This design comes from an exercise in tuning for small area on the open sky130 flow, not from production work. Only simulation tests tie the RTL to the original design; equivalence was not proved. No activity file was given, so power comes from the tool's default toggle rates.

<file path="design/flow/config.mk">
export PLATFORM = sky130hd
export DESIGN_NAME = matrix_alu_top
export DESIGN_NICKNAME = matrix_alu_top
export VERILOG_FILES = /design/flow/design.v
export SDC_FILE = /design/flow/constraint.sdc
export NUM_CORES = 4
export LEC_CHECK = 0
export CAP_MARGIN = 20
export CORE_MARGIN = 2
export CORE_UTILIZATION = 40
export GPL_TIMING_DRIVEN = 0
export SLEW_MARGIN = 20
</file>
<file path="design/flow/constraint.sdc">
create_clock -name core_clock -period 5.2 [get_ports {clk}]
set_input_delay 1.0400 -clock core_clock [delete_from_list [all_inputs] [get_ports {clk}]]
set_output_delay 1.0400 -clock core_clock [all_outputs]
set_load 0.01 [all_outputs]
</file>
<file path="design/flow/design.v">
module matrix_calc_s1(
    input  wire        op,
    input  wire [31:0] A, B,
    output wire [43:0] S
);
    wire [7:0] a11 = A[31:24], a12 = A[23:16], a21 = A[15:8], a22 = A[7:0];
    wire [7:0] b11 = B[31:24], b12 = B[23:16], b21 = B[15:8], b22 = B[7:0];
    wire [7:0] g11 = {b11[7:1] & {7{~op}}, b11[0] | op};
    wire [7:0] g22 = {b22[7:1] & {7{~op}}, b22[0] | op};
    wire [7:0] g21 = b21 & {8{~op}};
    wire [7:0] g12 = b12 & {8{~op}};
    wire p1 = a11[0] & g11[0];
    wire p2 = a11[0] & g11[1];
    wire p3 = a11[0] & g11[2];
    wire p4 = a11[0] & g11[3];
    wire p5 = a11[0] & g11[4];
    wire p6 = a11[0] & g11[5];
    wire p7 = a11[0] & g11[6];
    wire p8 = a11[0] & g11[7];
    wire p9 = a11[1] & g11[0];
    wire p10 = a11[1] & g11[1];
    wire p11 = a11[1] & g11[2];
    wire p12 = a11[1] & g11[3];
    wire p13 = a11[1] & g11[4];
    wire p14 = a11[1] & g11[5];
    wire p15 = a11[1] & g11[6];
    wire p16 = a11[2] & g11[0];
    wire p17 = a11[2] & g11[1];
    wire p18 = a11[2] & g11[2];
    wire p19 = a11[2] & g11[3];
    wire p20 = a11[2] & g11[4];
    wire p21 = a11[2] & g11[5];
    wire p22 = a11[3] & g11[0];
    wire p23 = a11[3] & g11[1];
    wire p24 = a11[3] & g11[2];
    wire p25 = a11[3] & g11[3];
    wire p26 = a11[3] & g11[4];
    wire p27 = a11[4] & g11[0];
    wire p28 = a11[4] & g11[1];
    wire p29 = a11[4] & g11[2];
    wire p30 = a11[4] & g11[3];
    wire p31 = a11[5] & g11[0];
    wire p32 = a11[5] & g11[1];
    wire p33 = a11[5] & g11[2];
    wire p34 = a11[6] & g11[0];
    wire p35 = a11[6] & g11[1];
    wire p36 = a11[7] & g11[0];
    wire p37 = (a12[0] & g21[0]) | (op & b11[0]);
    wire p38 = a12[0] & g21[1];
    wire p39 = a12[0] & g21[2];
    wire p40 = a12[0] & g21[3];
    wire p41 = a12[0] & g21[4];
    wire p42 = a12[0] & g21[5];
    wire p43 = a12[0] & g21[6];
    wire p44 = a12[0] & g21[7];
    wire p45 = (a12[1] & g21[0]) | (op & b11[1]);
    wire p46 = a12[1] & g21[1];
    wire p47 = a12[1] & g21[2];
    wire p48 = a12[1] & g21[3];
    wire p49 = a12[1] & g21[4];
    wire p50 = a12[1] & g21[5];
    wire p51 = a12[1] & g21[6];
    wire p52 = (a12[2] & g21[0]) | (op & b11[2]);
    wire p53 = a12[2] & g21[1];
    wire p54 = a12[2] & g21[2];
    wire p55 = a12[2] & g21[3];
    wire p56 = a12[2] & g21[4];
    wire p57 = a12[2] & g21[5];
    wire p58 = (a12[3] & g21[0]) | (op & b11[3]);
    wire p59 = a12[3] & g21[1];
    wire p60 = a12[3] & g21[2];
    wire p61 = a12[3] & g21[3];
    wire p62 = a12[3] & g21[4];
    wire p63 = (a12[4] & g21[0]) | (op & b11[4]);
    wire p64 = a12[4] & g21[1];
    wire p65 = a12[4] & g21[2];
    wire p66 = a12[4] & g21[3];
    wire p67 = (a12[5] & g21[0]) | (op & b11[5]);
    wire p68 = a12[5] & g21[1];
    wire p69 = a12[5] & g21[2];
    wire p70 = (a12[6] & g21[0]) | (op & b11[6]);
    wire p71 = a12[6] & g21[1];
    wire p72 = (a12[7] & g21[0]) | (op & b11[7]);
    wire s73 = p1 ^ p37;
    wire c74 = p1 & p37;
    wire s75 = p2 ^ p38 ^ p45;
    wire c76 = (p2 & p38) | (p2 & p45) | (p38 & p45);
    wire s77 = p9 ^ c74 ^ s75;
    wire c78 = (p9 & c74) | (p9 & s75) | (c74 & s75);
    wire s79 = p10 ^ p16 ^ p3;
    wire c80 = (p10 & p16) | (p10 & p3) | (p16 & p3);
    wire s81 = p39 ^ p46 ^ p52;
    wire c82 = (p39 & p46) | (p39 & p52) | (p46 & p52);
    wire s83 = c76 ^ s79 ^ s81;
    wire c84 = (c76 & s79) | (c76 & s81) | (s79 & s81);
    wire s85 = c78 ^ s83;
    wire c86 = c78 & s83;
    wire s87 = p11 ^ p17 ^ p22;
    wire c88 = (p11 & p17) | (p11 & p22) | (p17 & p22);
    wire s89 = p4 ^ p40 ^ p47;
    wire c90 = (p4 & p40) | (p4 & p47) | (p40 & p47);
    wire s91 = p53 ^ p58 ^ c80;
    wire c92 = (p53 & p58) | (p53 & c80) | (p58 & c80);
    wire s93 = c82 ^ s87 ^ s89;
    wire c94 = (c82 & s87) | (c82 & s89) | (s87 & s89);
    wire s95 = c84 ^ s91 ^ s93;
    wire c96 = (c84 & s91) | (c84 & s93) | (s91 & s93);
    wire s97 = c86 ^ s95;
    wire c98 = c86 & s95;
    wire s99 = p12 ^ p18 ^ p23;
    wire c100 = (p12 & p18) | (p12 & p23) | (p18 & p23);
    wire s101 = p27 ^ p41 ^ p48;
    wire c102 = (p27 & p41) | (p27 & p48) | (p41 & p48);
    wire s103 = p5 ^ p54 ^ p59;
    wire c104 = (p5 & p54) | (p5 & p59) | (p54 & p59);
    wire s105 = p63 ^ c88 ^ c90;
    wire c106 = (p63 & c88) | (p63 & c90) | (c88 & c90);
    wire s107 = s101 ^ s103 ^ s99;
    wire c108 = (s101 & s103) | (s101 & s99) | (s103 & s99);
    wire s109 = c92 ^ c94 ^ s105;
    wire c110 = (c92 & c94) | (c92 & s105) | (c94 & s105);
    wire s111 = s107 ^ c96 ^ s109;
    wire c112 = (s107 & c96) | (s107 & s109) | (c96 & s109);
    wire s113 = c98 ^ s111;
    wire c114 = c98 & s111;
    wire s115 = p13 ^ p19 ^ p24;
    wire c116 = (p13 & p19) | (p13 & p24) | (p19 & p24);
    wire s117 = p28 ^ p31 ^ p42;
    wire c118 = (p28 & p31) | (p28 & p42) | (p31 & p42);
    wire s119 = p49 ^ p55 ^ p6;
    wire c120 = (p49 & p55) | (p49 & p6) | (p55 & p6);
    wire s121 = p60 ^ p64 ^ p67;
    wire c122 = (p60 & p64) | (p60 & p67) | (p64 & p67);
    wire s123 = c100 ^ c102 ^ c104;
    wire c124 = (c100 & c102) | (c100 & c104) | (c102 & c104);
    wire s125 = s115 ^ s117 ^ s119;
    wire c126 = (s115 & s117) | (s115 & s119) | (s117 & s119);
    wire s127 = s121 ^ c106 ^ c108;
    wire c128 = (s121 & c106) | (s121 & c108) | (c106 & c108);
    wire s129 = s123 ^ s125 ^ c110;
    wire c130 = (s123 & s125) | (s123 & c110) | (s125 & c110);
    wire s131 = s127 ^ c112 ^ s129;
    wire c132 = (s127 & c112) | (s127 & s129) | (c112 & s129);
    wire s135 = p14 ^ p20 ^ p25;
    wire c136 = (p14 & p20) | (p14 & p25) | (p20 & p25);
    wire s137 = p29 ^ p32 ^ p34;
    wire c138 = (p29 & p32) | (p29 & p34) | (p32 & p34);
    wire s139 = p43 ^ p50 ^ p56;
    wire c140 = (p43 & p50) | (p43 & p56) | (p50 & p56);
    wire s141 = p61 ^ p65 ^ p68;
    wire c142 = (p61 & p65) | (p61 & p68) | (p65 & p68);
    wire s143 = p7 ^ p70 ^ c116;
    wire c144 = (p7 & p70) | (p7 & c116) | (p70 & c116);
    wire s145 = c118 ^ c120 ^ c122;
    wire c146 = (c118 & c120) | (c118 & c122) | (c120 & c122);
    wire s147 = s135 ^ s137 ^ s139;
    wire c148 = (s135 & s137) | (s135 & s139) | (s137 & s139);
    wire s149 = s141 ^ c124 ^ c126;
    wire c150 = (s141 & c124) | (s141 & c126) | (c124 & c126);
    wire s151 = s143 ^ s145 ^ s147;
    wire c152 = (s143 & s145) | (s143 & s147) | (s145 & s147);
    wire s153 = c128 ^ s149 ^ s151;
    wire c154 = (c128 & s149) | (c128 & s151) | (s149 & s151);
    wire x159 = p15 ^ p21;
    wire x160 = p26 ^ p30;
    wire x161 = p33 ^ p35;
    wire x162 = p36 ^ p44;
    wire x163 = p51 ^ p57;
    wire x164 = p62 ^ p66;
    wire x165 = p69 ^ p71;
    wire x166 = p72 ^ p8;
    wire x167 = x159 ^ x160;
    wire x168 = x161 ^ x162;
    wire x169 = x163 ^ x164;
    wire x170 = x165 ^ x166;
    wire x171 = x167 ^ x168;
    wire x172 = x169 ^ x170;
    wire x173 = c136 ^ c138;
    wire x174 = c140 ^ c142;
    wire x175 = x171 ^ x172;
    wire x176 = x173 ^ x174;
    wire x177 = x175 ^ x176;
    wire x178 = c144 ^ c146;
    wire x179 = c148 ^ x177;
    wire x180 = x178 ^ x179;
    wire x181 = c150 ^ c152;
    wire x182 = x180 ^ x181;
    wire x183 = x182 ^ c154;
    wire p186 = a12[0] & g22[0];
    wire p187 = a12[0] & g22[1];
    wire p188 = a12[0] & g22[2];
    wire p189 = a12[0] & g22[3];
    wire p190 = a12[0] & g22[4];
    wire p191 = a12[0] & g22[5];
    wire p192 = a12[0] & g22[6];
    wire p193 = a12[0] & g22[7];
    wire p194 = a12[1] & g22[0];
    wire p195 = a12[1] & g22[1];
    wire p196 = a12[1] & g22[2];
    wire p197 = a12[1] & g22[3];
    wire p198 = a12[1] & g22[4];
    wire p199 = a12[1] & g22[5];
    wire p200 = a12[1] & g22[6];
    wire p201 = a12[2] & g22[0];
    wire p202 = a12[2] & g22[1];
    wire p203 = a12[2] & g22[2];
    wire p204 = a12[2] & g22[3];
    wire p205 = a12[2] & g22[4];
    wire p206 = a12[2] & g22[5];
    wire p207 = a12[3] & g22[0];
    wire p208 = a12[3] & g22[1];
    wire p209 = a12[3] & g22[2];
    wire p210 = a12[3] & g22[3];
    wire p211 = a12[3] & g22[4];
    wire p212 = a12[4] & g22[0];
    wire p213 = a12[4] & g22[1];
    wire p214 = a12[4] & g22[2];
    wire p215 = a12[4] & g22[3];
    wire p216 = a12[5] & g22[0];
    wire p217 = a12[5] & g22[1];
    wire p218 = a12[5] & g22[2];
    wire p219 = a12[6] & g22[0];
    wire p220 = a12[6] & g22[1];
    wire p221 = a12[7] & g22[0];
    wire p222 = (a11[0] & g12[0]) | (op & b12[0]);
    wire p223 = a11[0] & g12[1];
    wire p224 = a11[0] & g12[2];
    wire p225 = a11[0] & g12[3];
    wire p226 = a11[0] & g12[4];
    wire p227 = a11[0] & g12[5];
    wire p228 = a11[0] & g12[6];
    wire p229 = a11[0] & g12[7];
    wire p230 = (a11[1] & g12[0]) | (op & b12[1]);
    wire p231 = a11[1] & g12[1];
    wire p232 = a11[1] & g12[2];
    wire p233 = a11[1] & g12[3];
    wire p234 = a11[1] & g12[4];
    wire p235 = a11[1] & g12[5];
    wire p236 = a11[1] & g12[6];
    wire p237 = (a11[2] & g12[0]) | (op & b12[2]);
    wire p238 = a11[2] & g12[1];
    wire p239 = a11[2] & g12[2];
    wire p240 = a11[2] & g12[3];
    wire p241 = a11[2] & g12[4];
    wire p242 = a11[2] & g12[5];
    wire p243 = (a11[3] & g12[0]) | (op & b12[3]);
    wire p244 = a11[3] & g12[1];
    wire p245 = a11[3] & g12[2];
    wire p246 = a11[3] & g12[3];
    wire p247 = a11[3] & g12[4];
    wire p248 = (a11[4] & g12[0]) | (op & b12[4]);
    wire p249 = a11[4] & g12[1];
    wire p250 = a11[4] & g12[2];
    wire p251 = a11[4] & g12[3];
    wire p252 = (a11[5] & g12[0]) | (op & b12[5]);
    wire p253 = a11[5] & g12[1];
    wire p254 = a11[5] & g12[2];
    wire p255 = (a11[6] & g12[0]) | (op & b12[6]);
    wire p256 = a11[6] & g12[1];
    wire p257 = (a11[7] & g12[0]) | (op & b12[7]);
    wire s258 = p186 ^ p222;
    wire c259 = p186 & p222;
    wire s260 = p187 ^ p194 ^ p223;
    wire c261 = (p187 & p194) | (p187 & p223) | (p194 & p223);
    wire s262 = p230 ^ c259 ^ s260;
    wire c263 = (p230 & c259) | (p230 & s260) | (c259 & s260);
    wire s264 = p188 ^ p195 ^ p201;
    wire c265 = (p188 & p195) | (p188 & p201) | (p195 & p201);
    wire s266 = p224 ^ p231 ^ p237;
    wire c267 = (p224 & p231) | (p224 & p237) | (p231 & p237);
    wire s268 = c261 ^ s264 ^ s266;
    wire c269 = (c261 & s264) | (c261 & s266) | (s264 & s266);
    wire s270 = c263 ^ s268;
    wire c271 = c263 & s268;
    wire s272 = p189 ^ p196 ^ p202;
    wire c273 = (p189 & p196) | (p189 & p202) | (p196 & p202);
    wire s274 = p207 ^ p225 ^ p232;
    wire c275 = (p207 & p225) | (p207 & p232) | (p225 & p232);
    wire s276 = p238 ^ p243 ^ c265;
    wire c277 = (p238 & p243) | (p238 & c265) | (p243 & c265);
    wire s278 = c267 ^ s272 ^ s274;
    wire c279 = (c267 & s272) | (c267 & s274) | (s272 & s274);
    wire s280 = c269 ^ s276 ^ s278;
    wire c281 = (c269 & s276) | (c269 & s278) | (s276 & s278);
    wire s282 = c271 ^ s280;
    wire c283 = c271 & s280;
    wire s284 = p190 ^ p197 ^ p203;
    wire c285 = (p190 & p197) | (p190 & p203) | (p197 & p203);
    wire s286 = p208 ^ p212 ^ p226;
    wire c287 = (p208 & p212) | (p208 & p226) | (p212 & p226);
    wire s288 = p233 ^ p239 ^ p244;
    wire c289 = (p233 & p239) | (p233 & p244) | (p239 & p244);
    wire s290 = p248 ^ c273 ^ c275;
    wire c291 = (p248 & c273) | (p248 & c275) | (c273 & c275);
    wire s292 = s284 ^ s286 ^ s288;
    wire c293 = (s284 & s286) | (s284 & s288) | (s286 & s288);
    wire s294 = c277 ^ c279 ^ s290;
    wire c295 = (c277 & c279) | (c277 & s290) | (c279 & s290);
    wire s296 = s292 ^ c281 ^ s294;
    wire c297 = (s292 & c281) | (s292 & s294) | (c281 & s294);
    wire s298 = c283 ^ s296;
    wire c299 = c283 & s296;
    wire s300 = p191 ^ p198 ^ p204;
    wire c301 = (p191 & p198) | (p191 & p204) | (p198 & p204);
    wire s302 = p209 ^ p213 ^ p216;
    wire c303 = (p209 & p213) | (p209 & p216) | (p213 & p216);
    wire s304 = p227 ^ p234 ^ p240;
    wire c305 = (p227 & p234) | (p227 & p240) | (p234 & p240);
    wire s306 = p245 ^ p249 ^ p252;
    wire c307 = (p245 & p249) | (p245 & p252) | (p249 & p252);
    wire s308 = c285 ^ c287 ^ c289;
    wire c309 = (c285 & c287) | (c285 & c289) | (c287 & c289);
    wire s310 = s300 ^ s302 ^ s304;
    wire c311 = (s300 & s302) | (s300 & s304) | (s302 & s304);
    wire s312 = s306 ^ c291 ^ c293;
    wire c313 = (s306 & c291) | (s306 & c293) | (c291 & c293);
    wire s314 = s308 ^ s310 ^ c295;
    wire c315 = (s308 & s310) | (s308 & c295) | (s310 & c295);
    wire s316 = s312 ^ c297 ^ s314;
    wire c317 = (s312 & c297) | (s312 & s314) | (c297 & s314);
    wire s320 = p192 ^ p199 ^ p205;
    wire c321 = (p192 & p199) | (p192 & p205) | (p199 & p205);
    wire s322 = p210 ^ p214 ^ p217;
    wire c323 = (p210 & p214) | (p210 & p217) | (p214 & p217);
    wire s324 = p219 ^ p228 ^ p235;
    wire c325 = (p219 & p228) | (p219 & p235) | (p228 & p235);
    wire s326 = p241 ^ p246 ^ p250;
    wire c327 = (p241 & p246) | (p241 & p250) | (p246 & p250);
    wire s328 = p253 ^ p255 ^ c301;
    wire c329 = (p253 & p255) | (p253 & c301) | (p255 & c301);
    wire s330 = c303 ^ c305 ^ c307;
    wire c331 = (c303 & c305) | (c303 & c307) | (c305 & c307);
    wire s332 = s320 ^ s322 ^ s324;
    wire c333 = (s320 & s322) | (s320 & s324) | (s322 & s324);
    wire s334 = s326 ^ c309 ^ c311;
    wire c335 = (s326 & c309) | (s326 & c311) | (c309 & c311);
    wire s336 = s328 ^ s330 ^ s332;
    wire c337 = (s328 & s330) | (s328 & s332) | (s330 & s332);
    wire s338 = c313 ^ s334 ^ s336;
    wire c339 = (c313 & s334) | (c313 & s336) | (s334 & s336);
    wire x344 = p193 ^ p200;
    wire x345 = p206 ^ p211;
    wire x346 = p215 ^ p218;
    wire x347 = p220 ^ p221;
    wire x348 = p229 ^ p236;
    wire x349 = p242 ^ p247;
    wire x350 = p251 ^ p254;
    wire x351 = p256 ^ p257;
    wire x352 = x344 ^ x345;
    wire x353 = x346 ^ x347;
    wire x354 = x348 ^ x349;
    wire x355 = x350 ^ x351;
    wire x356 = x352 ^ x353;
    wire x357 = x354 ^ x355;
    wire x358 = c321 ^ c323;
    wire x359 = c325 ^ c327;
    wire x360 = x356 ^ x357;
    wire x361 = x358 ^ x359;
    wire x362 = x360 ^ x361;
    wire x363 = c329 ^ c331;
    wire x364 = c333 ^ x362;
    wire x365 = x363 ^ x364;
    wire x366 = c335 ^ c337;
    wire x367 = x365 ^ x366;
    wire x368 = x367 ^ c339;
    wire p371 = a21[0] & g11[0];
    wire p372 = a21[0] & g11[1];
    wire p373 = a21[0] & g11[2];
    wire p374 = a21[0] & g11[3];
    wire p375 = a21[0] & g11[4];
    wire p376 = a21[0] & g11[5];
    wire p377 = a21[0] & g11[6];
    wire p378 = a21[0] & g11[7];
    wire p379 = a21[1] & g11[0];
    wire p380 = a21[1] & g11[1];
    wire p381 = a21[1] & g11[2];
    wire p382 = a21[1] & g11[3];
    wire p383 = a21[1] & g11[4];
    wire p384 = a21[1] & g11[5];
    wire p385 = a21[1] & g11[6];
    wire p386 = a21[2] & g11[0];
    wire p387 = a21[2] & g11[1];
    wire p388 = a21[2] & g11[2];
    wire p389 = a21[2] & g11[3];
    wire p390 = a21[2] & g11[4];
    wire p391 = a21[2] & g11[5];
    wire p392 = a21[3] & g11[0];
    wire p393 = a21[3] & g11[1];
    wire p394 = a21[3] & g11[2];
    wire p395 = a21[3] & g11[3];
    wire p396 = a21[3] & g11[4];
    wire p397 = a21[4] & g11[0];
    wire p398 = a21[4] & g11[1];
    wire p399 = a21[4] & g11[2];
    wire p400 = a21[4] & g11[3];
    wire p401 = a21[5] & g11[0];
    wire p402 = a21[5] & g11[1];
    wire p403 = a21[5] & g11[2];
    wire p404 = a21[6] & g11[0];
    wire p405 = a21[6] & g11[1];
    wire p406 = a21[7] & g11[0];
    wire p407 = (a22[0] & g21[0]) | (op & b21[0]);
    wire p408 = a22[0] & g21[1];
    wire p409 = a22[0] & g21[2];
    wire p410 = a22[0] & g21[3];
    wire p411 = a22[0] & g21[4];
    wire p412 = a22[0] & g21[5];
    wire p413 = a22[0] & g21[6];
    wire p414 = a22[0] & g21[7];
    wire p415 = (a22[1] & g21[0]) | (op & b21[1]);
    wire p416 = a22[1] & g21[1];
    wire p417 = a22[1] & g21[2];
    wire p418 = a22[1] & g21[3];
    wire p419 = a22[1] & g21[4];
    wire p420 = a22[1] & g21[5];
    wire p421 = a22[1] & g21[6];
    wire p422 = (a22[2] & g21[0]) | (op & b21[2]);
    wire p423 = a22[2] & g21[1];
    wire p424 = a22[2] & g21[2];
    wire p425 = a22[2] & g21[3];
    wire p426 = a22[2] & g21[4];
    wire p427 = a22[2] & g21[5];
    wire p428 = (a22[3] & g21[0]) | (op & b21[3]);
    wire p429 = a22[3] & g21[1];
    wire p430 = a22[3] & g21[2];
    wire p431 = a22[3] & g21[3];
    wire p432 = a22[3] & g21[4];
    wire p433 = (a22[4] & g21[0]) | (op & b21[4]);
    wire p434 = a22[4] & g21[1];
    wire p435 = a22[4] & g21[2];
    wire p436 = a22[4] & g21[3];
    wire p437 = (a22[5] & g21[0]) | (op & b21[5]);
    wire p438 = a22[5] & g21[1];
    wire p439 = a22[5] & g21[2];
    wire p440 = (a22[6] & g21[0]) | (op & b21[6]);
    wire p441 = a22[6] & g21[1];
    wire p442 = (a22[7] & g21[0]) | (op & b21[7]);
    wire s443 = p371 ^ p407;
    wire c444 = p371 & p407;
    wire s445 = p372 ^ p379 ^ p408;
    wire c446 = (p372 & p379) | (p372 & p408) | (p379 & p408);
    wire s447 = p415 ^ c444 ^ s445;
    wire c448 = (p415 & c444) | (p415 & s445) | (c444 & s445);
    wire s449 = p373 ^ p380 ^ p386;
    wire c450 = (p373 & p380) | (p373 & p386) | (p380 & p386);
    wire s451 = p409 ^ p416 ^ p422;
    wire c452 = (p409 & p416) | (p409 & p422) | (p416 & p422);
    wire s453 = c446 ^ s449 ^ s451;
    wire c454 = (c446 & s449) | (c446 & s451) | (s449 & s451);
    wire s455 = c448 ^ s453;
    wire c456 = c448 & s453;
    wire s457 = p374 ^ p381 ^ p387;
    wire c458 = (p374 & p381) | (p374 & p387) | (p381 & p387);
    wire s459 = p392 ^ p410 ^ p417;
    wire c460 = (p392 & p410) | (p392 & p417) | (p410 & p417);
    wire s461 = p423 ^ p428 ^ c450;
    wire c462 = (p423 & p428) | (p423 & c450) | (p428 & c450);
    wire s463 = c452 ^ s457 ^ s459;
    wire c464 = (c452 & s457) | (c452 & s459) | (s457 & s459);
    wire s465 = c454 ^ s461 ^ s463;
    wire c466 = (c454 & s461) | (c454 & s463) | (s461 & s463);
    wire s467 = c456 ^ s465;
    wire c468 = c456 & s465;
    wire s469 = p375 ^ p382 ^ p388;
    wire c470 = (p375 & p382) | (p375 & p388) | (p382 & p388);
    wire s471 = p393 ^ p397 ^ p411;
    wire c472 = (p393 & p397) | (p393 & p411) | (p397 & p411);
    wire s473 = p418 ^ p424 ^ p429;
    wire c474 = (p418 & p424) | (p418 & p429) | (p424 & p429);
    wire s475 = p433 ^ c458 ^ c460;
    wire c476 = (p433 & c458) | (p433 & c460) | (c458 & c460);
    wire s477 = s469 ^ s471 ^ s473;
    wire c478 = (s469 & s471) | (s469 & s473) | (s471 & s473);
    wire s479 = c462 ^ c464 ^ s475;
    wire c480 = (c462 & c464) | (c462 & s475) | (c464 & s475);
    wire s481 = s477 ^ c466 ^ s479;
    wire c482 = (s477 & c466) | (s477 & s479) | (c466 & s479);
    wire s483 = c468 ^ s481;
    wire c484 = c468 & s481;
    wire s485 = p376 ^ p383 ^ p389;
    wire c486 = (p376 & p383) | (p376 & p389) | (p383 & p389);
    wire s487 = p394 ^ p398 ^ p401;
    wire c488 = (p394 & p398) | (p394 & p401) | (p398 & p401);
    wire s489 = p412 ^ p419 ^ p425;
    wire c490 = (p412 & p419) | (p412 & p425) | (p419 & p425);
    wire s491 = p430 ^ p434 ^ p437;
    wire c492 = (p430 & p434) | (p430 & p437) | (p434 & p437);
    wire s493 = c470 ^ c472 ^ c474;
    wire c494 = (c470 & c472) | (c470 & c474) | (c472 & c474);
    wire s495 = s485 ^ s487 ^ s489;
    wire c496 = (s485 & s487) | (s485 & s489) | (s487 & s489);
    wire s497 = s491 ^ c476 ^ c478;
    wire c498 = (s491 & c476) | (s491 & c478) | (c476 & c478);
    wire s499 = s493 ^ s495 ^ c480;
    wire c500 = (s493 & s495) | (s493 & c480) | (s495 & c480);
    wire s501 = s497 ^ c482 ^ s499;
    wire c502 = (s497 & c482) | (s497 & s499) | (c482 & s499);
    wire s505 = p377 ^ p384 ^ p390;
    wire c506 = (p377 & p384) | (p377 & p390) | (p384 & p390);
    wire s507 = p395 ^ p399 ^ p402;
    wire c508 = (p395 & p399) | (p395 & p402) | (p399 & p402);
    wire s509 = p404 ^ p413 ^ p420;
    wire c510 = (p404 & p413) | (p404 & p420) | (p413 & p420);
    wire s511 = p426 ^ p431 ^ p435;
    wire c512 = (p426 & p431) | (p426 & p435) | (p431 & p435);
    wire s513 = p438 ^ p440 ^ c486;
    wire c514 = (p438 & p440) | (p438 & c486) | (p440 & c486);
    wire s515 = c488 ^ c490 ^ c492;
    wire c516 = (c488 & c490) | (c488 & c492) | (c490 & c492);
    wire s517 = s505 ^ s507 ^ s509;
    wire c518 = (s505 & s507) | (s505 & s509) | (s507 & s509);
    wire s519 = s511 ^ c494 ^ c496;
    wire c520 = (s511 & c494) | (s511 & c496) | (c494 & c496);
    wire s521 = s513 ^ s515 ^ s517;
    wire c522 = (s513 & s515) | (s513 & s517) | (s515 & s517);
    wire s523 = c498 ^ s519 ^ s521;
    wire c524 = (c498 & s519) | (c498 & s521) | (s519 & s521);
    wire x529 = p378 ^ p385;
    wire x530 = p391 ^ p396;
    wire x531 = p400 ^ p403;
    wire x532 = p405 ^ p406;
    wire x533 = p414 ^ p421;
    wire x534 = p427 ^ p432;
    wire x535 = p436 ^ p439;
    wire x536 = p441 ^ p442;
    wire x537 = x529 ^ x530;
    wire x538 = x531 ^ x532;
    wire x539 = x533 ^ x534;
    wire x540 = x535 ^ x536;
    wire x541 = x537 ^ x538;
    wire x542 = x539 ^ x540;
    wire x543 = c506 ^ c508;
    wire x544 = c510 ^ c512;
    wire x545 = x541 ^ x542;
    wire x546 = x543 ^ x544;
    wire x547 = x545 ^ x546;
    wire x548 = c514 ^ c516;
    wire x549 = c518 ^ x547;
    wire x550 = x548 ^ x549;
    wire x551 = c520 ^ c522;
    wire x552 = x550 ^ x551;
    wire x553 = x552 ^ c524;
    wire p556 = a22[0] & g22[0];
    wire p557 = a22[0] & g22[1];
    wire p558 = a22[0] & g22[2];
    wire p559 = a22[0] & g22[3];
    wire p560 = a22[0] & g22[4];
    wire p561 = a22[0] & g22[5];
    wire p562 = a22[0] & g22[6];
    wire p563 = a22[0] & g22[7];
    wire p564 = a22[1] & g22[0];
    wire p565 = a22[1] & g22[1];
    wire p566 = a22[1] & g22[2];
    wire p567 = a22[1] & g22[3];
    wire p568 = a22[1] & g22[4];
    wire p569 = a22[1] & g22[5];
    wire p570 = a22[1] & g22[6];
    wire p571 = a22[2] & g22[0];
    wire p572 = a22[2] & g22[1];
    wire p573 = a22[2] & g22[2];
    wire p574 = a22[2] & g22[3];
    wire p575 = a22[2] & g22[4];
    wire p576 = a22[2] & g22[5];
    wire p577 = a22[3] & g22[0];
    wire p578 = a22[3] & g22[1];
    wire p579 = a22[3] & g22[2];
    wire p580 = a22[3] & g22[3];
    wire p581 = a22[3] & g22[4];
    wire p582 = a22[4] & g22[0];
    wire p583 = a22[4] & g22[1];
    wire p584 = a22[4] & g22[2];
    wire p585 = a22[4] & g22[3];
    wire p586 = a22[5] & g22[0];
    wire p587 = a22[5] & g22[1];
    wire p588 = a22[5] & g22[2];
    wire p589 = a22[6] & g22[0];
    wire p590 = a22[6] & g22[1];
    wire p591 = a22[7] & g22[0];
    wire p592 = (a21[0] & g12[0]) | (op & b22[0]);
    wire p593 = a21[0] & g12[1];
    wire p594 = a21[0] & g12[2];
    wire p595 = a21[0] & g12[3];
    wire p596 = a21[0] & g12[4];
    wire p597 = a21[0] & g12[5];
    wire p598 = a21[0] & g12[6];
    wire p599 = a21[0] & g12[7];
    wire p600 = (a21[1] & g12[0]) | (op & b22[1]);
    wire p601 = a21[1] & g12[1];
    wire p602 = a21[1] & g12[2];
    wire p603 = a21[1] & g12[3];
    wire p604 = a21[1] & g12[4];
    wire p605 = a21[1] & g12[5];
    wire p606 = a21[1] & g12[6];
    wire p607 = (a21[2] & g12[0]) | (op & b22[2]);
    wire p608 = a21[2] & g12[1];
    wire p609 = a21[2] & g12[2];
    wire p610 = a21[2] & g12[3];
    wire p611 = a21[2] & g12[4];
    wire p612 = a21[2] & g12[5];
    wire p613 = (a21[3] & g12[0]) | (op & b22[3]);
    wire p614 = a21[3] & g12[1];
    wire p615 = a21[3] & g12[2];
    wire p616 = a21[3] & g12[3];
    wire p617 = a21[3] & g12[4];
    wire p618 = (a21[4] & g12[0]) | (op & b22[4]);
    wire p619 = a21[4] & g12[1];
    wire p620 = a21[4] & g12[2];
    wire p621 = a21[4] & g12[3];
    wire p622 = (a21[5] & g12[0]) | (op & b22[5]);
    wire p623 = a21[5] & g12[1];
    wire p624 = a21[5] & g12[2];
    wire p625 = (a21[6] & g12[0]) | (op & b22[6]);
    wire p626 = a21[6] & g12[1];
    wire p627 = (a21[7] & g12[0]) | (op & b22[7]);
    wire s628 = p556 ^ p592;
    wire c629 = p556 & p592;
    wire s630 = p557 ^ p564 ^ p593;
    wire c631 = (p557 & p564) | (p557 & p593) | (p564 & p593);
    wire s632 = p600 ^ c629 ^ s630;
    wire c633 = (p600 & c629) | (p600 & s630) | (c629 & s630);
    wire s634 = p558 ^ p565 ^ p571;
    wire c635 = (p558 & p565) | (p558 & p571) | (p565 & p571);
    wire s636 = p594 ^ p601 ^ p607;
    wire c637 = (p594 & p601) | (p594 & p607) | (p601 & p607);
    wire s638 = c631 ^ s634 ^ s636;
    wire c639 = (c631 & s634) | (c631 & s636) | (s634 & s636);
    wire s640 = c633 ^ s638;
    wire c641 = c633 & s638;
    wire s642 = p559 ^ p566 ^ p572;
    wire c643 = (p559 & p566) | (p559 & p572) | (p566 & p572);
    wire s644 = p577 ^ p595 ^ p602;
    wire c645 = (p577 & p595) | (p577 & p602) | (p595 & p602);
    wire s646 = p608 ^ p613 ^ c635;
    wire c647 = (p608 & p613) | (p608 & c635) | (p613 & c635);
    wire s648 = c637 ^ s642 ^ s644;
    wire c649 = (c637 & s642) | (c637 & s644) | (s642 & s644);
    wire s650 = c639 ^ s646 ^ s648;
    wire c651 = (c639 & s646) | (c639 & s648) | (s646 & s648);
    wire s652 = c641 ^ s650;
    wire c653 = c641 & s650;
    wire s654 = p560 ^ p567 ^ p573;
    wire c655 = (p560 & p567) | (p560 & p573) | (p567 & p573);
    wire s656 = p578 ^ p582 ^ p596;
    wire c657 = (p578 & p582) | (p578 & p596) | (p582 & p596);
    wire s658 = p603 ^ p609 ^ p614;
    wire c659 = (p603 & p609) | (p603 & p614) | (p609 & p614);
    wire s660 = p618 ^ c643 ^ c645;
    wire c661 = (p618 & c643) | (p618 & c645) | (c643 & c645);
    wire s662 = s654 ^ s656 ^ s658;
    wire c663 = (s654 & s656) | (s654 & s658) | (s656 & s658);
    wire s664 = c647 ^ c649 ^ s660;
    wire c665 = (c647 & c649) | (c647 & s660) | (c649 & s660);
    wire s666 = s662 ^ c651 ^ s664;
    wire c667 = (s662 & c651) | (s662 & s664) | (c651 & s664);
    wire s668 = c653 ^ s666;
    wire c669 = c653 & s666;
    wire s670 = p561 ^ p568 ^ p574;
    wire c671 = (p561 & p568) | (p561 & p574) | (p568 & p574);
    wire s672 = p579 ^ p583 ^ p586;
    wire c673 = (p579 & p583) | (p579 & p586) | (p583 & p586);
    wire s674 = p597 ^ p604 ^ p610;
    wire c675 = (p597 & p604) | (p597 & p610) | (p604 & p610);
    wire s676 = p615 ^ p619 ^ p622;
    wire c677 = (p615 & p619) | (p615 & p622) | (p619 & p622);
    wire s678 = c655 ^ c657 ^ c659;
    wire c679 = (c655 & c657) | (c655 & c659) | (c657 & c659);
    wire s680 = s670 ^ s672 ^ s674;
    wire c681 = (s670 & s672) | (s670 & s674) | (s672 & s674);
    wire s682 = s676 ^ c661 ^ c663;
    wire c683 = (s676 & c661) | (s676 & c663) | (c661 & c663);
    wire s684 = s678 ^ s680 ^ c665;
    wire c685 = (s678 & s680) | (s678 & c665) | (s680 & c665);
    wire s686 = s682 ^ c667 ^ s684;
    wire c687 = (s682 & c667) | (s682 & s684) | (c667 & s684);
    wire s690 = p562 ^ p569 ^ p575;
    wire c691 = (p562 & p569) | (p562 & p575) | (p569 & p575);
    wire s692 = p580 ^ p584 ^ p587;
    wire c693 = (p580 & p584) | (p580 & p587) | (p584 & p587);
    wire s694 = p589 ^ p598 ^ p605;
    wire c695 = (p589 & p598) | (p589 & p605) | (p598 & p605);
    wire s696 = p611 ^ p616 ^ p620;
    wire c697 = (p611 & p616) | (p611 & p620) | (p616 & p620);
    wire s698 = p623 ^ p625 ^ c671;
    wire c699 = (p623 & p625) | (p623 & c671) | (p625 & c671);
    wire s700 = c673 ^ c675 ^ c677;
    wire c701 = (c673 & c675) | (c673 & c677) | (c675 & c677);
    wire s702 = s690 ^ s692 ^ s694;
    wire c703 = (s690 & s692) | (s690 & s694) | (s692 & s694);
    wire s704 = s696 ^ c679 ^ c681;
    wire c705 = (s696 & c679) | (s696 & c681) | (c679 & c681);
    wire s706 = s698 ^ s700 ^ s702;
    wire c707 = (s698 & s700) | (s698 & s702) | (s700 & s702);
    wire s708 = c683 ^ s704 ^ s706;
    wire c709 = (c683 & s704) | (c683 & s706) | (s704 & s706);
    wire x714 = p563 ^ p570;
    wire x715 = p576 ^ p581;
    wire x716 = p585 ^ p588;
    wire x717 = p590 ^ p591;
    wire x718 = p599 ^ p606;
    wire x719 = p612 ^ p617;
    wire x720 = p621 ^ p624;
    wire x721 = p626 ^ p627;
    wire x722 = x714 ^ x715;
    wire x723 = x716 ^ x717;
    wire x724 = x718 ^ x719;
    wire x725 = x720 ^ x721;
    wire x726 = x722 ^ x723;
    wire x727 = x724 ^ x725;
    wire x728 = c691 ^ c693;
    wire x729 = c695 ^ c697;
    wire x730 = x726 ^ x727;
    wire x731 = x728 ^ x729;
    wire x732 = x730 ^ x731;
    wire x733 = c699 ^ c701;
    wire x734 = c703 ^ x732;
    wire x735 = x733 ^ x734;
    wire x736 = c705 ^ c707;
    wire x737 = x735 ^ x736;
    wire x738 = x737 ^ c709;
    assign S = {x738, c687, s708, c685, s686, c669, x553, c502, s523, c500, s501, c484, x368, c317, s338, c315, s316, c299, x183, c132, s153, c130, s131, c114, s628, s632, s640, s652, s668, s443, s447, s455, s467, s483, s258, s262, s270, s282, s298, s73, s77, s85, s97, s113};
endmodule
module matrix_calc_s2(
    input  wire [43:0] S,
    output wire [31:0] C
);
    wire s113, s97, s85, s77, s73, s298, s282, s270, s262, s258, s483, s467, s455, s447, s443, s668, s652, s640, s632, s628, c114, s131, c130, s153, c132, x183, c299, s316, c315, s338, c317, x368, c484, s501, c500, s523, c502, x553, c669, s686, c685, s708, c687, x738;
    assign {x738, c687, s708, c685, s686, c669, x553, c502, s523, c500, s501, c484, x368, c317, s338, c315, s316, c299, x183, c132, s153, c130, s131, c114, s628, s632, s640, s652, s668, s443, s447, s455, s467, s483, s258, s262, s270, s282, s298, s73, s77, s85, s97, s113} = S;
    wire s133 = c114 ^ s131;
    wire c134 = c114 & s131;
    wire s155 = c130 ^ s153 ^ c132;
    wire c156 = (c130 & s153) | (c130 & c132) | (s153 & c132);
    wire s157 = c134 ^ s155;
    wire c158 = c134 & s155;
    wire x184 = x183 ^ c156;
    wire x185 = x184 ^ c158;
    wire s318 = c299 ^ s316;
    wire c319 = c299 & s316;
    wire s340 = c315 ^ s338 ^ c317;
    wire c341 = (c315 & s338) | (c315 & c317) | (s338 & c317);
    wire s342 = c319 ^ s340;
    wire c343 = c319 & s340;
    wire x369 = x368 ^ c341;
    wire x370 = x369 ^ c343;
    wire s503 = c484 ^ s501;
    wire c504 = c484 & s501;
    wire s525 = c500 ^ s523 ^ c502;
    wire c526 = (c500 & s523) | (c500 & c502) | (s523 & c502);
    wire s527 = c504 ^ s525;
    wire c528 = c504 & s525;
    wire x554 = x553 ^ c526;
    wire x555 = x554 ^ c528;
    wire s688 = c669 ^ s686;
    wire c689 = c669 & s686;
    wire s710 = c685 ^ s708 ^ c687;
    wire c711 = (c685 & s708) | (c685 & c687) | (s708 & c687);
    wire s712 = c689 ^ s710;
    wire c713 = c689 & s710;
    wire x739 = x738 ^ c711;
    wire x740 = x739 ^ c713;
    assign C = {x185, s157, s133, s113, s97, s85, s77, s73, x370, s342, s318, s298, s282, s270, s262, s258, x555, s527, s503, s483, s467, s455, s447, s443, x740, s712, s688, s668, s652, s640, s632, s628};
endmodule
module matrix_alu_top (
    input  wire        clk,
    input  wire        op,
    input  wire [31:0] A,
    input  wire [31:0] B,
    output reg  [31:0] C
);
wire [43:0] s_w;
reg  [43:0] s_r;
wire [31:0] c_w;
always @(posedge clk) begin
    s_r <= s_w;
    C   <= c_w;
end
matrix_calc_s1 st1 (.op(op), .A(A), .B(B), .S(s_w));
matrix_calc_s2 st2 (.S(s_r), .C(c_w));
endmodule
</file>
<file path="design/flow/flow/run.sh">
#!/bin/bash
# Standard synthesis, then re-choose full-adder / gate output polarities to
# drop inverters (flow/fapol2.py), then the standard layout with the
# smallest buffer on the ports.
set -euo pipefail
NET=orfs/results/sky130hd/matrix_alu_top/base/1_2_yosys.v
bash standard.sh synth > synth.log 2>&1
cp $NET synth_orig.v
python3 flow/fapol2.py synth_orig.v $NET > fapol.log 2>&1
touch $NET
bash standard.sh synth > synth_odb.log 2>&1
export BUFFER_PORTS_ARGS="-buffer_cell sky130_fd_sc_hd__buf_1"
export CTS_ARGS="-sink_clustering_enable -repair_clock_nets -dont_use_dummy_load -sink_clustering_size 24 -sink_clustering_max_diameter 80 -buf_list {sky130_fd_sc_hd__clkbuf_8}"
bash standard.sh finish > finish.log 2>&1
</file>
<file path="design/flow/flow/fapol2.py">
#!/usr/bin/env python3
"""Re-choose signal polarities in a mapped sky130hd netlist to need fewer
inverters and smaller gates.

A full adder is self-dual, fa(~a,~b,~c) = (~cout, ~sum), so each one may run
on inverted signals. Two-input AND-type gates absorb inversions on any pin
(and2/nand2/nor2/or2/nor2b/nand2b), xor gates absorb input inversions, and a
few gates have a complementary twin. Half adders are split into an xor and an
AND-type gate (same area as ha_1). Inverters are then placed only where a
signal is still needed in the other polarity. The choice is made by
simulated annealing on area.
usage: fapol2.py IN.v OUT.v"""
import re, sys, random, math

PFX = 'sky130_fd_sc_hd__'
OUTPINS = {'X', 'Y', 'Q', 'Q_N', 'SUM', 'COUT', 'HI', 'LO'}
AREA = {'inv_1': 3.7536, 'nand2_1': 3.7536, 'and2_1': 6.256, 'nor2_1': 3.7536,
        'or2_1': 6.256, 'xor2_1': 8.7584, 'xnor2_1': 8.7584, 'a21oi_1': 5.0048,
        'a21o_1': 7.5072, 'o21ai_0': 5.0048, 'o21a_1': 7.5072, 'a22oi_1': 7.5072,
        'a22o_1': 8.7584, 'nor2b_1': 6.256, 'or2b_1': 7.5072, 'nand2b_1': 6.256,
        'and2b_1': 7.5072, 'nand3_1': 5.0048, 'and3_1': 6.256, 'nor3_1': 5.0048,
        'or3_1': 6.256, 'o22ai_1': 6.256, 'o22a_1': 8.7584, 'xnor3_1': 22.5216,
        'xor3_1': 23.7728}
INV = AREA['inv_1']
TWINS = {}
for a, b in [('a21o_1', 'a21oi_1'), ('o21a_1', 'o21ai_0'), ('a22o_1', 'a22oi_1'),
             ('and3_1', 'nand3_1'), ('or3_1', 'nor3_1'), ('o22a_1', 'o22ai_1')]:
    TWINS[a] = b
    TWINS[b] = a
YOUT = {'nand2_1', 'nor2_1', 'xnor2_1', 'a21oi_1', 'o21ai_0', 'a22oi_1', 'nor2b_1',
        'nand2b_1', 'nand3_1', 'nor3_1', 'o22ai_1', 'inv_1'}
# AND-type gates: type -> (pin a, pin b, la, lb, lo, out pin):
# out = lo ^ ((a ^ la) & (b ^ lb))
ANDT = {'and2_1': ('A', 'B', 0, 0, 0), 'nand2_1': ('A', 'B', 0, 0, 1),
        'nor2_1': ('A', 'B', 1, 1, 0), 'or2_1': ('A', 'B', 1, 1, 1),
        'nor2b_1': ('A', 'B_N', 1, 0, 0), 'or2b_1': ('A', 'B_N', 1, 0, 1),
        'and2b_1': ('A_N', 'B', 1, 0, 0), 'nand2b_1': ('A_N', 'B', 1, 0, 1)}
# realisation of (la, lb, lo): (type, pin for a, pin for b)
REAL = {(0, 0, 0): ('and2_1', 'A', 'B'), (0, 0, 1): ('nand2_1', 'A', 'B'),
        (1, 1, 0): ('nor2_1', 'A', 'B'), (1, 1, 1): ('or2_1', 'A', 'B'),
        (1, 0, 0): ('nor2b_1', 'A', 'B_N'), (1, 0, 1): ('nand2b_1', 'A_N', 'B'),
        (0, 1, 0): ('nor2b_1', 'B_N', 'A'), (0, 1, 1): ('nand2b_1', 'B', 'A_N')}
XORT = {'xor2_1': 0, 'xnor2_1': 1, 'xor3_1': 0, 'xnor3_1': 1}

src = open(sys.argv[1]).read()
cell_re = re.compile(r'^  (' + PFX + r'\w+)\s+(\S+)\s*\((.*?)\n  \);\n', re.S | re.M)
pin_re = re.compile(r'\.(\w+)\(([^()]*)\)')

cells = []
spans = []
for m in cell_re.finditer(src):
    t, n, body = m.group(1)[len(PFX):], m.group(2), m.group(3)
    pins = [(p, v.strip()) for p, v in pin_re.findall(body)]
    spans.append(m.span())
    if t.startswith('ha_'):
        d = dict(pins)
        cells.append({'t': 'xor2_1', 'n': n + '_hx', 'pins': [('A', d['A']), ('B', d['B']), ('X', d.get('SUM', ''))]})
        cells.append({'t': 'and2_1', 'n': n + '_ha', 'pins': [('A', d['A']), ('B', d['B']), ('X', d.get('COUT', ''))]})
    else:
        cells.append({'t': t, 'n': n, 'pins': pins})

drv = {}
for i, c in enumerate(cells):
    for p, v in c['pins']:
        if v and p in OUTPINS:
            drv[v] = (i, p)

def is_inv(c):
    return c['t'].startswith('inv_') or c['t'].startswith('clkinv')

ports = set()
for m in re.finditer(r'^\s*(input|output)\s*(\[[^\]]*\])?\s*([^;]+);', src, re.M):
    for nm in m.group(3).split(','):
        ports.add(nm.strip())
def is_port_net(v):
    return v.split('[')[0].strip() in ports

def root(v):
    pol = 0
    while v in drv and is_inv(cells[drv[v][0]]):
        v = dict(cells[drv[v][0]]['pins'])['A']
        pol ^= 1
    return v, pol

def kind(c):
    t = c['t']
    if t.startswith('fa_'):
        return 'fa'
    if t in ANDT:
        return 'and'
    if t in XORT:
        return 'xor'
    if t in TWINS:
        return 'twin'
    return 'fixed'

K = [kind(c) for c in cells]
flippable = [i for i, c in enumerate(cells) if not is_inv(c) and K[i] != 'fixed'
             and any(p in OUTPINS and v for p, v in c['pins'])]
flipset = set(flippable)

# loads: base signal -> list of (cell, pin, pol)
loads = {}
inpins = {}   # cell -> list of (pin, base, pol)
keep_inv = set()
for i, c in enumerate(cells):
    if is_inv(c):
        if is_port_net(dict(c['pins'])['Y']):
            keep_inv.add(i)
            s, pol = root(dict(c['pins'])['Y'])
            loads.setdefault(s, []).append((i, 'PORT', pol))
        continue
    inpins[i] = []
    for p, v in c['pins']:
        if not v or p in OUTPINS:
            continue
        s, pol = root(v)
        loads.setdefault(s, []).append((i, p, pol))
        inpins[i].append((p, s, pol))

f = [0] * len(cells)

def provided(s):
    if s in drv:
        i = drv[s][0]
        if i in flipset:
            return f[i]
    return 0

def sig_cost(s):
    prov = provided(s)
    for i, p, pol in loads.get(s, []):
        if p == 'PORT':
            w = pol
        elif K[i] in ('and', 'xor'):
            continue
        elif K[i] == 'fa':
            w = pol ^ f[i]
        else:
            w = pol
        if w != prov:
            return INV
    return 0.0

def and_flags(i):
    c = cells[i]
    pa, pb, la, lb, lo = ANDT[c['t']]
    d = {p: (s, pol) for p, s, pol in inpins[i]}
    sa, pola = d[pa]
    sb, polb = d[pb]
    return (la ^ pola ^ provided(sa), lb ^ polb ^ provided(sb), lo ^ f[i])

def cell_area(i):
    k = K[i]
    t = cells[i]['t']
    if k == 'and':
        return AREA[REAL[and_flags(i)][0]]
    if k == 'twin':
        return AREA[TWINS[t]] if f[i] else AREA[t]
    return 0.0

# neighbourhoods
outsig = {i: [v for p, v in cells[i]['pins'] if p in OUTPINS and v] for i in range(len(cells))}
aff_sigs, aff_cells = {}, {}
for i in flippable:
    ss = set(outsig[i])
    if K[i] == 'fa':
        ss |= {s for p, s, pol in inpins[i]}
    aff_sigs[i] = list(ss)
    cs = {i}
    for s in outsig[i]:
        for j, p, pol in loads.get(s, []):
            if p != 'PORT' and K[j] == 'and':
                cs.add(j)
    aff_cells[i] = list(cs)

def local(i):
    return sum(sig_cost(s) for s in aff_sigs[i]) + sum(cell_area(j) for j in aff_cells[i])

def delta(i):
    b = local(i)
    f[i] ^= 1
    a = local(i)
    f[i] ^= 1
    return a - b

allsig = set(loads)
def total():
    return sum(sig_cost(s) for s in allsig) + sum(cell_area(i) for i in range(len(cells)))

start = total()
rnd = random.Random(1)
cur = start
best, bestf = start, f[:]
steps = 400000
for k in range(steps):
    T = 4.0 * (1 - k / steps) + 0.01
    i = flippable[rnd.randrange(len(flippable))]
    d = delta(i)
    if d <= 0 or rnd.random() < math.exp(-d / T):
        f[i] ^= 1
        cur += d
        if cur < best - 1e-9:
            best, bestf = cur, f[:]
f = bestf
print(f'fapol2: cost {start:.1f} -> {total():.1f}, flipped {sum(f)} of {len(flippable)}', file=sys.stderr)

# ---- rewrite ----
def esc(v):
    v = v.strip()
    return v + ' ' if v.startswith('\\') else v

newinv = {}
def inv_net(s):
    if s not in newinv:
        base = s[1:] if s.startswith('\\') else s
        newinv[s] = '\\' + base + '_fpinv'
    return newinv[s]

def net_for(s, want):
    return s if want == provided(s) else inv_net(s)

body = []
def emit(t, n, pins):
    body.append(f'  {PFX}{t} {n} (\n' + ',\n'.join(f'    .{p}({esc(v)})' for p, v in pins) + '\n  );\n')

for i, c in enumerate(cells):
    t = c['t']
    if is_inv(c):
        if i in keep_inv:
            d = dict(c['pins'])
            s, pol = root(d['A'])
            emit(t, c['n'], [('A', net_for(s, pol)), ('Y', d['Y'])])
        continue
    k = K[i]
    if k == 'and':
        la, lb, lo = and_flags(i)
        nt, qa, qb = REAL[(la, lb, lo)]
        pa, pb = ANDT[t][0], ANDT[t][1]
        d = {p: s for p, s, pol in inpins[i]}
        out = outsig[i][0] if outsig[i] else ''
        emit(nt, c['n'], [(qa, d[pa]), (qb, d[pb]), ('Y' if nt in YOUT else 'X', out)])
        continue
    if k == 'xor':
        par = XORT[t] ^ f[i]
        for p, s, pol in inpins[i]:
            par ^= pol ^ provided(s)
        three = t.startswith('x') and t[-3] == '3' or '3_' in t
        nt = ('xnor3_1' if par else 'xor3_1') if '3' in t.split('_')[0] else ('xnor2_1' if par else 'xor2_1')
        pins = []
        for p, v in c['pins']:
            if p in OUTPINS:
                pins.append(('Y' if nt in YOUT else 'X', v))
            else:
                pins.append((p, root(v)[0]))
        emit(nt, c['n'], pins)
        continue
    nt = TWINS[t] if (k == 'twin' and f[i]) else t
    pins = []
    for p, v in c['pins']:
        if p in OUTPINS or not v:
            if k == 'twin' and f[i] and p in ('X', 'Y'):
                p = 'Y' if nt in YOUT else 'X'
            pins.append((p, v))
            continue
        s, pol = root(v)
        w = pol ^ (f[i] if k == 'fa' else 0)
        pins.append((p, net_for(s, w)))
    emit(nt, c['n'], pins)

for k_, (s, nm) in enumerate(sorted(newinv.items())):
    emit('inv_1', f'fpinv_{k_}', [('A', s), ('Y', nm)])

wires = ''.join(f'  wire {esc(nm)};\n' for s, nm in sorted(newinv.items()))
head = src[:spans[0][0]]
tail = src[spans[-1][1]:]
open(sys.argv[2], 'w').write(head + wires + ''.join(body) + tail)
</file>
<file path="design/flow/standard.sh">
#!/bin/bash
# synth_recipe.tcl (not shown) runs the flow's synth.tcl, then flattens the netlist and writes it again
# the make line also repeats each setting of config.mk as NAME=value (left out here)
make -C /OpenROAD-flow-scripts/flow DESIGN_CONFIG=/design/flow/config.mk WORK_HOME=/design/flow/orfs CLKGATE_MAP_FILE= SYNTH_SCRIPT=/design/flow/synth_recipe.tcl "${@:-finish}"
</file>
==> impl_metrics.ini <==
[cts]
cts_max_path_buffers = 2
cts.htree.levels = 3
cts_hold_buffers = 0
numCtsBuffers = 9
clock_latency_ns = 0.37
worst_setup_hold_path_clk_slew_ns = 0.08
clock-sinks = 76
root_buffer = sky130_fd_sc_hd__clkbuf_8
tritoncts_clock_tree = done

[pwr]
clock_power_share_pct = 12.8
p_leak_nw = 2.988
powerDensity_nw_per_um2 = 314.2
cellInternalPower_mw = 1.661
power_switching_share_pct = 37.90
share_comb_of_total_power_pct = 52.9
max-vdd-ir-drop_v = 0.0001102
sequentialPowerShare_pct = 34.4
reported_net_switching_power_mw = 1.014

[floorplan]
core.rowCount = 50
dieArea_sq_um = 20210
core_area_sq_um = 18710
floorplan.initialDensity_pct = 40.81
boundaryPins = 98
fp.dieH_microns = 142.1
horizontal_die_dimension_microns = 142.1

[route]
wirelength_mm = 21.46
drc = 0
via_to_cell_ratio = 5.199
dr_total_vias = 5865
ant_nets = 0
route.detailed.wl_per_inst_microns = 19.02
first_pass_iters = 6
detailed_route_iter0_violations = 555

[global_routing]
grtUsageTotal_pct = 22.46
number_of_antenna_violations_at_the_first_check_in_global_routing = 0
first_global_vias = 5997
grt_pass1_wl_mm = 33.44
overflow = 0
pin_count_of_the_biggest_net_entering_global_routing = 15

[layout]
layout.filler_cells = 1872
final_instance_count_excl_fillers = 1128
antenna_cells_inserted = 0
layout_area_overhead_pct = 11.52
post_layout_net_count = 1110
post_route_cells_drive_above_1_share_pct = 8.054

[hold_path]
timing.hold.worst.class = flip-flop to flip-flop
hold_depth = 0
hp-start = s_r[7]
worstHoldEndpoint = C[18]

[timing]
period_share_pct = 97.50
max_slew.worst_pin.slew_ns = 0.7043
totalNegativeSetupSlack_ns = 0
skew_ns = 0.01245
final_critical_path_required_period_ns = 5.070
finalHoldViolations = 0
setup_viol = 0
slew_viol_final = 0
setup_repair_after_global_routing_missed_its_margin = true
relSlewSlack_pct = 53.05
max_freq_ghz = 0.1972

[critical_path]
worst_setup_path_start_kind = primary input
reg2reg_end = C[31]
cp.required_ns = 5.46
crit_path_end_kind = flip-flop
critical_path.slowest_cell = sky130_fd_sc_hd__fa_1
worstPathArrival_ns = 5.33
setup.worst_path.class = primary input to flip-flop
r2r.worst_path.cells = 4
r2r-start = s_r[22]
worstPathCellList = buf_1 -> clkbuf_1 -> nor2b_4 -> nand2_1 -> fa_1 -> fa_1 -> fa_1 -> fa_1 -> xnor2_2 -> xnor2_1 -> xor2_1 -> xor2_1 -> xor2_1 -> xor2_1
critical_path_peak_fanout = 10
reg2reg_slack_ns = 3.84
critPathMaxStageDelay_ns = 0.59

[logic_synthesis]
yosys_warnings = 1
synth_fp_nets = 1014
post_synth.cell_area_avg_sq_um = 9.542
syn-instance-count = 800
syn_area_sq_um = 7634

[placement]
numPlacedInstances = 1115
dpl.hpwl_mm = 17.21
buffer_ports.inserted = 81
gp_congestion = 0.8978

[outcome]
status = timing/DRC/antenna clean

[job]
max-cap-violations = 0
per-layer routing:
layer	track usage, %	vias to the layer above	wire, microns
met5	0	-	0
met2	35.57	307	10100
met1	30.18	2908	8620
met3	4.307	44	2019
li1	-	2606	-
met4	9.789	0	717
state kept, by name, summed over array words and instances, names as in the netlist:
| signal | flops |
|---|---|
| s_r | 44 |
| C | 32 |
what timing repair did:
action | CTS | global route
endpoints found under the setup margin | 4 | 4
pin swaps | 0 | 4
setup buffers | 0 | 5
resized for setup | 22 | 40
critical path, delay by kind of cell:
kind | cells | cell delay (ns)
adders and majority gates | 4 | 1.99
xor gates and xnor gates | 6 | 1.23
buffers and inverters | 2 | 0.64
and+or+nand+nor | 2 | 0.43
worst max-delay path by stage:
| stage | startpoint | endpoint | slack (ns) | depth (start not counted) |
|---|---|---|---|---|
| after CTS | op | s_r[25] | 0.01 | 16 |
| after detailed placement | op | s_r[31] | -0.76 | 15 |
| final | A[25] | s_r[25] | 0.13 | 14 |
| after floorplan | op | s_r[31] | 0.14 | 15 |
| after global placement | op | s_r[31] | -0.74 | 15 |
| after global routing | op | s_r[25] | -0.04 | 16 |
per-stage QoR:
stage                     area [sq um]  setup WS, ns  power [mW]  utilization, %  hold WS, ns
final                             8513        0.1302       2.675           45.51       0.3149
after global routing              8513      -0.04499       2.935           45.51       0.3204
after CTS                         8406       0.01336       2.703           44.94       0.3098
after detailed placement          8230       -0.7577       2.348           44.00       0.3121
after global placement            8230       -0.7364       2.321           44.00       0.3097
after floorplan                   7634        0.1368       1.987               -       0.3096
cells in the final DEF, fill, tap and decap left out, types with 2 or more instances in the layout:
| cell | n |
|---|---|
| sky130_fd_sc_hd__clkbuf_8 | 9 |
| sky130_fd_sc_hd__a21oi_1 | 10 |
| sky130_fd_sc_hd__xnor2_2 | 2 |
| sky130_fd_sc_hd__fa_1 | 148 |
| sky130_fd_sc_hd__clkbuf_2 | 8 |
| sky130_fd_sc_hd__nor2b_1 | 11 |
| sky130_fd_sc_hd__o21ai_0 | 3 |
| sky130_fd_sc_hd__inv_1 | 21 |
| sky130_fd_sc_hd__clkbuf_1 | 5 |
| sky130_fd_sc_hd__nor2b_4 | 6 |
| sky130_fd_sc_hd__xnor3_1 | 3 |
| sky130_fd_sc_hd__a21o_1 | 3 |
| sky130_fd_sc_hd__dfxtp_1 | 76 |
| sky130_fd_sc_hd__o21a_1 | 8 |
| sky130_fd_sc_hd__nand3b_1 | 3 |
| sky130_fd_sc_hd__buf_2 | 17 |
| sky130_fd_sc_hd__nor2b_2 | 10 |
| sky130_fd_sc_hd__buf_6 | 2 |
| sky130_fd_sc_hd__xor2_1 | 63 |
| sky130_fd_sc_hd__a22oi_1 | 12 |
| sky130_fd_sc_hd__clkbuf_4 | 4 |
| sky130_fd_sc_hd__nor2_1 | 25 |
| sky130_fd_sc_hd__xor3_1 | 2 |
| sky130_fd_sc_hd__nand2b_1 | 8 |
| sky130_fd_sc_hd__buf_1 | 82 |
| sky130_fd_sc_hd__buf_4 | 10 |
| sky130_fd_sc_hd__nand2_1 | 279 |
| sky130_fd_sc_hd__or2_1 | 4 |
| sky130_fd_sc_hd__xnor2_1 | 51 |
power groups by stage:
stage                     Clock (mW)  Sequential, mW  Combinational, mW
after floorplan                    0           0.986               1.00
after global placement             0           0.931               1.39
after detailed placement           0           0.937               1.41
after CTS                      0.360           0.924               1.42
after global routing           0.380           0.947               1.61
final                          0.341           0.920               1.41
final cells by class:
type / count / area (sq um) / area share, %
Multi-Input combinational cell: 660 / 5917 / 69.50
Timing Repair Buffer: 86 / 341.6 / 4.012
Buffer: 42 / 237.7 / 2.792
Sequential cell: 76 / 1521 / 17.87
Clock buffer: 9 / 123.9 / 1.455
Inverter: 21 / 78.83 / 0.9259
Tap cell: 234 / 292.8 / 3.439

==> re-timing with driven ports <==
No port has a modelled driver above. Below, the same layout with a new extraction and two added sets of constraints. Step 1, drivers: a clkbuf_16 drives clk and a buf_2 each remaining input, both assumed. Step 2 adds t to the input delays and takes it off the output delays; t is the mean of the earliest and latest rising clock arrival at the registers after step 1. Input paths then give back, and output paths get back, about the clock's delay inside the block. Slacks: ideal ports / drivers / drivers and shift; pairs: ideal ports / drivers.
shift t [ns]: 0.397
slack for setup (ns): 0.130 / 0.146 / -0.252
worst setup path at the end: input to register
Met with ideal ports but missed after step 2: setup timing in this run. For this run, drivers alone change the setup slack by +0.016 ns; drivers and shift together by -0.382 ns.
